What follows belongs to an exercise in optimizing a design on an open flow for small area, a short achievable clock period and few clock cycles per item; a production flow would make more cautious choices. In this exercise RTL edits were held to simulation tests only and were not proved equivalent to the original. No activity file was given, so power comes from the tool's default toggle rates.

==> flow/design.v (outline; a module is shown in full before it is edited, if it fits) <==
// module mult: 2462 lines
// module mult_fa: 4 lines
// module mult_ha: 4 lines
module mult (
    input clock, reset, start,
    input DATA rs1, rs2,
    input MULT_FUNC func,
    output DATA result,
    output done
);
  // ...
==> flow/run.sh <==
#!/bin/bash
# synth_recipe.tcl (not shown) runs the flow's synth.tcl, then flattens the netlist and writes it again
# the make line also repeats each setting of config.mk as NAME=value (left out here)
make -C /OpenROAD-flow-scripts/flow DESIGN_CONFIG=/design/flow/config.mk WORK_HOME=/design/flow/orfs CLKGATE_MAP_FILE= SYNTH_SCRIPT=/design/flow/synth_recipe.tcl finish
==> flow/config.mk <==
export PLATFORM = sky130hd
export DESIGN_NAME = mult
export DESIGN_NICKNAME = mult
export VERILOG_FILES = /design/flow/design.v
export SDC_FILE = /design/flow/constraint.sdc
export NUM_CORES = 4
export LEC_CHECK = 0
export ABC_AREA = 1
export CAP_MARGIN = 20
export CORE_MARGIN = 2
export CORE_UTILIZATION = 60
export PLACE_DENSITY = 0.7
export SETUP_SLACK_MARGIN = 4.0
export SLEW_MARGIN = 20
export SYNTH_HIERARCHICAL = 1
export TNS_END_PERCENT = 0
==> flow/constraint.sdc <==
create_clock -name core_clock -period 9.0 [get_ports {clock}]
set_input_delay 1.8000 -clock core_clock [delete_from_list [all_inputs] [get_ports {clock}]]
set_output_delay 1.8000 -clock core_clock [all_outputs]
set_load 0.01 [all_outputs]
==> impl_results.md, run 1 <==
- Period utilisation layout: 59.7%
- Clock share of power: 5.7%
- Static Leak: 12.4 nW
- Top cell family by delay on the critical path: adder cells
- Commonest non-fill, non-tap cells in the layout: xnor2_1 (490), fa_1 (450), o22ai_1 (423)
- CP required: 9.36 ns
- WL met1: 35500 µm
- Pint: 5.87 mW
- Worst hold slack: 1.84 ns
- Site Rows: 77
- Crit path max-delay cell type: clkdlybuf4s50_1
- Clock network area share: 1.83%
- CP Cell Sequence: clkdlybuf4s50_1 > ha_1 > inv_8 > o21ai_0 > fa_1 > fa_1 > fa_1 > fa_1 > fa_1 > ha_1
- Design area: 30900 µm²
- Hold EP: done_q$_SDFF_PP0_
- Status: timing/DRC/antenna clean
- Post-DRT Antenna Nets: 0
- Cell count after synthesis: 2903
- Crit path DAT: 5.74 ns
- Register area share after synthesis: 10.1%
- Hold path start: start
- Storage cell area: 2720 µm²
- Largest family of logic cells by synthesized area: adder cells
- Max-cap violations: 0
- Sequential cell area share: 8.81%
- Fin crit period: 5.37 ns
- Num tapcells: 592
- P_seq: 1.21 mW
- Max Fanout on Critical Path: 33
- H-tree depth: 4
- Post-Place Setup Slack: 2.12 ns
- Met3 Resource Use GR: 12.8%
Testbench counts, summed over its fixed seeds: cycles 24,000, ops 24,000.
==> run 2, diff against run 1 <==
==> flow/flow/run.sh (new file) <==
#!/bin/bash
# The standard layout (the standard.sh: ORFS synthesis through finish), except
# that the port buffers buffer_ports inserts are plain buf_2 cells rather than the
# delay cells it picks by default. Make's full output goes to flow_make.log.
set -euo pipefail
bash standard.sh BUFFER_PORTS_ARGS="-buffer_cell sky130_fd_sc_hd__buf_2" finish > flow_make.log 2>&1
==> flow/standard.sh (new file) <==
#!/bin/bash
# synth_recipe.tcl (not shown) runs the flow's synth.tcl, then flattens the netlist and writes it again
# the make line also repeats each setting of config.mk as NAME=value (left out here)
make -C /OpenROAD-flow-scripts/flow DESIGN_CONFIG=/design/flow/config.mk WORK_HOME=/design/flow/orfs CLKGATE_MAP_FILE= SYNTH_SCRIPT=/design/flow/synth_recipe.tcl "${@:-finish}"
removed: flow/run.sh
==> run 2 against run 1 <==
Sequential power about the same; core utilization decreased by 0.057 points; wire length grew 4.5%; via count increased by 1.1%; hold slack lost 0.37 ns; synthesized cell count unchanged.
==> impl_results.md, run 2 <==
- Status: timing/DRC/antenna clean (unchanged)
- CTS root buf: clkbuf_16 (unchanged)
- Antenna Cells: 0 (unchanged)
- Storage cell area: 2730 µm² (was 2720 µm²)
- I/O pin cnt: 103 (unchanged)
- Hold path depth: 2 (was 3)
- Initial antenna violation count: 0 (was 1)
- Ys flop type: dfxtp_1 (unchanged)
- Slowest cell delay on critical path: 0.71 ns (was 0.52 ns)
- # fillers: 3318 (was 3337)
- Peak VDD IR: 0.290 mV (was 0.305 mV)
- Crit path max-delay cell type: buf_2 (was clkdlybuf4s50_1)
- CP Cell Sequence: buf_2 > xnor2_1 > o22ai_1 > fa_2 > fa_1 > fa_1 > fa_1 > fa_1 (was clkdlybuf4s50_1 > ha_1 > inv_8 > o21ai_0 > fa_1 > fa_1 > fa_1 > fa_1 > fa_1 > ha_1)
- Register bit total from synthesis: 136 (unchanged)
- CTS tree: built (unchanged)
- Fmax achieved: 0.192 GHz (was 0.186 GHz)
- IO Port Bufs: 101 (unchanged)
- YS warnings: 7 (unchanged)
- Site Rows: 77 (unchanged)
- Max Root-Sink Buffers: 2 (unchanged)
- Core ar.: 44200 µm² (unchanged)
- Overall routed net length: 106000 µm (was 101000 µm)
- Area taken by multi-input logic gates: 23500 µm² (was 23400 µm²)
- Commonest non-fill, non-tap cells in the layout: xnor2_1 (490), fa_1 (444), o22ai_1 (411) (was xnor2_1 (490), fa_1 (450), o22ai_1 (423))
- Residual DRC: 0 (unchanged)
- Synth unique cells: 42 (unchanged)
- First-pass GRT wire length: 151000 µm (was 149000 µm)
- Hold EP: done_q$_SDFF_PP0_ (unchanged)
- Top cells by count, synth: xnor2_1 (496), fa_1 (479), o22ai_1 (471) (unchanged)
- Hpwl dp: 71700 µm (was 71100 µm)
- Initial DRC count: 3030 (was 3209)
- Worst hold slack: 1.47 ns (was 1.84 ns)
- Final Slew Violations: 0 (unchanged)
- Initial Utilization: 60.7% (unchanged)
- Post-synth top area cell: fa_1 (unchanged)
- Post-synthesis mux area share: 0% (unchanged)
- Wire per inst: 30.0 µm (was 28.6 µm)
- Vias per cell: 6.99 (was 6.89)
- Setup violators final: 0 (unchanged)
- Synth Area in Compound Gates: 15.3% (unchanged)
- Cell count after synthesis: 2903 (unchanged)
- # nets final: 3594 (was 3606)
- Synth Area per Inst: 9.25 µm² (unchanged)
- Post-DRT Antenna Nets: 0 (unchanged)
- Most common cell in the netlist: xnor2_1 (unchanged)
- Rel. slew slack: 34.3% (was 35.6%)
- Net Count, Synth: 3581 (unchanged)
- Post-Synth Adder-Cell Area: 41.7% (unchanged)
- Largest net degree at the start of global routing: 37 (was 39)
- GP Congestion: 0.986 (was 0.996)
- Hold path start: reset (was start)
- Max-cap violations: 0 (unchanged)
- Clock-pin slew on the worst setup and hold paths: 0.07 ns (was 0.06 ns)
- Layout cells sized above 1: 19.4% (was 16.5%)
- Power Density: 403 nW/µm² (about the same)
- Worst setup EP type: flop (unchanged)
- Die ar.: 46500 µm² (unchanged)
- Crit path DAT: 5.55 ns (was 5.74 ns)
- FFs w/ async S/R, synth: 0% (unchanged)
- EDFF count, synth: 0 (unchanged)
- Top-area cell type share of the netlist area: 35.7% (unchanged)
- Simple-gate area share of the yosys netlist: 8.84% (unchanged)
- GR Overflow Total: 0 (unchanged)
- Clock sink total: 136 (unchanged)
- Chip width: 216 µm (unchanged)
- Total CTS buffers: 17 (unchanged)
- Fin crit period: 5.20 ns (was 5.37 ns)
- DR pass1 iterations: 8 (was 7)
- Final Hold Viols: 0 (unchanged)
- Top cells by area, synth: fa_1 (36%), xnor2_1 (16%), o22ai_1 (11%), dfxtp_1 (10%), ha_1 (6.0%) (unchanged)
- Netlist Area Pre-Place: 26800 µm² (unchanged)
- GRT Util Overall: 44.0% (was 43.3%)
- Total power draw: 12.5 mW (was 12.4 mW)
- Most used cell, CP: fa_1 (unchanged)
- Setup tns final: 0 ns (unchanged)
- Vias in the first global route: 25200 (was 25000)
- Unrepaired setup endpoints after global routing: yes (unchanged)
- Max Fanout on Critical Path: 18 (was 33)
- Crit start category: input port (unchanged)
- Die Y: 216 µm (unchanged)
- Period utilisation layout: 57.8% (was 59.7%)
- Slew @ Worst Pin: 0.986 ns (was 0.966 ns)
- CP required: 9.35 ns (was 9.36 ns)
- H-tree depth: 4 (unchanged)
- HP Class: in -> reg (unchanged)
- Largest family of logic cells by synthesized area: adder cells (unchanged)
- Register area share after synthesis: 10.1% (unchanged)
- Area grow syn2layout: 15.1% (was 15.2%)
- Post-synthesis xor/xnor area fraction: 16.9% (unchanged)
- Via count: 24600 (was 24300)
- Static Leak: 12.4 nW (about the same)
- Setup CP Type: in -> reg (unchanged)
- Commonest non-fill, non-tap cell in the layout: xnor2_1 (unchanged)
==> run 2: cell count changes in the layout (fill, tap and decap cells not counted), sizes merged, moves of 6 or more <==
cell | previous run | this run
bufbuf | 1 | 8
clkdlybuf4s50 | 37 | 0
dlygate4sd2 | 29 | 0
dlymetal6s2s | 6 | 0
buf | 152 | 203
==> run 2: how the worst max path moves through the flow <==
stage,startpoint,to,depth (start not counted)
3_5_place_dp,rs2[3],q0_27$_DFF_P_,12
6_report,rs1[11],q1_32$_DFF_P_,8
2_1_floorplan,rs1[9],q2_35$_DFF_P_,9
5_1_grt,rs2[5],q2_37$_DFF_P_,13
3_3_place_gp,rs2[3],q0_21$_DFF_P_,12
4_1_cts,q2_23$_DFF_P_,result[1],13
==> run 2: area by class of cell <==
class	instances	area share (%)
inverters	202	3.56
clock inverters	13	0.389
repair buffers	219	6.86
multi-input cells	2326	76.1
well taps	592	2.40
flip-flops and latches	136	8.82
clock buffers	19	1.47
repair inverters	14	0.397
==> run 2: cells by family (layout without fill, tap and decap cells) <==
| group | Yosys count | count (layout) |
|---|---|---|
| compound gates | 659 | 659 |
| fa+ha+maj | 608 | 608 |
| simple gates | 539 | 541 |
| xor+xnor | 518 | 518 |
| buf+inv | 443 | 467 |
| flops | 136 | 136 |
==> run 2: Yosys stat by module, one instance, submodules excluded <==
module / times used / cells inside / flops+latches
mult: 1 / 2379 / 136
mult_fa: 476 / 1 / 0
mult_ha: 48 / 1 / 0
==> run 2: worst max-delay path: cells and delay by family <==
family	cells	cell delay, ns
AO/OA/AOI/OAI	1	0.28
XOR/XNOR	1	0.25
adder cells (fa/ha/maj)	5	2.50
buffers and inverters	1	0.71
==> run 2: layer usage <==
| layer | wire length [µm] | global-route usage, % |
|---|---|---|
| met4 | 8610 | 27.6 |
| met1 | 36600 | 54.0 |
| met3 | 14800 | 14.9 |
| met5 | 0 | 0 |
| met2 | 45500 | 66.8 |
==> run 2: power by group <==
part	internal, mW	switching, mW	leakage (nW)
Combinational	4.32	6.22	11.0
Clock	0.396	0.321	0.270
Sequential	1.06	0.152	1.14
==> run 2: metrics by stage <==
stage               std cells  setup slack [ns]  area (µm²)  utilization, %
floorplan                2903              3.97       27800               -
global placement         3385              2.42       27500            62.2
detailed placement       3385              2.38       27500            62.2
CTS                      3482              3.93       29800            67.4
global route             3521              3.80       30900            69.9
finish                   3521              3.80       30900            69.9
==> run 2: what timing repair did <==
action	in CTS	in global routing
resized for setup	255	141
hold buffers	0	0
gates cloned	17	11
setup endpoints to repair	149	92
buffers inserted	48	28
pin swaps	17	36

==> afterwards: timing with drivers on the ports <==
The flow's constraints put no driver on any port. The routed layouts listed below were extracted and timed again, unchanged, in two steps. Step 1 assumes that a clkbuf_16 drives the clock port and a buf_2 every other input. Step 2, shift: input delay + t, output delay - t, t = (earliest + latest rising clock arrival at the registers) / 2. This alone moves slack from input paths to output paths. Slacks: no drivers / after step 1 / after step 2; pairs: no drivers / after step 1.
run	t (ns)	slack for setup (ns)	worst slew at a driven data input, ns	pins driven straight from the clock port
run 1	0.540	3.627 / 3.570 / 3.126	0.08	1
run 2	0.533	3.797 / 3.803 / 3.293	0.16	1
After both steps every run listed still meets setup and hold. For run 2, which loses most, drivers alone change the setup slack by +0.006 ns; drivers and shift together by -0.504 ns.
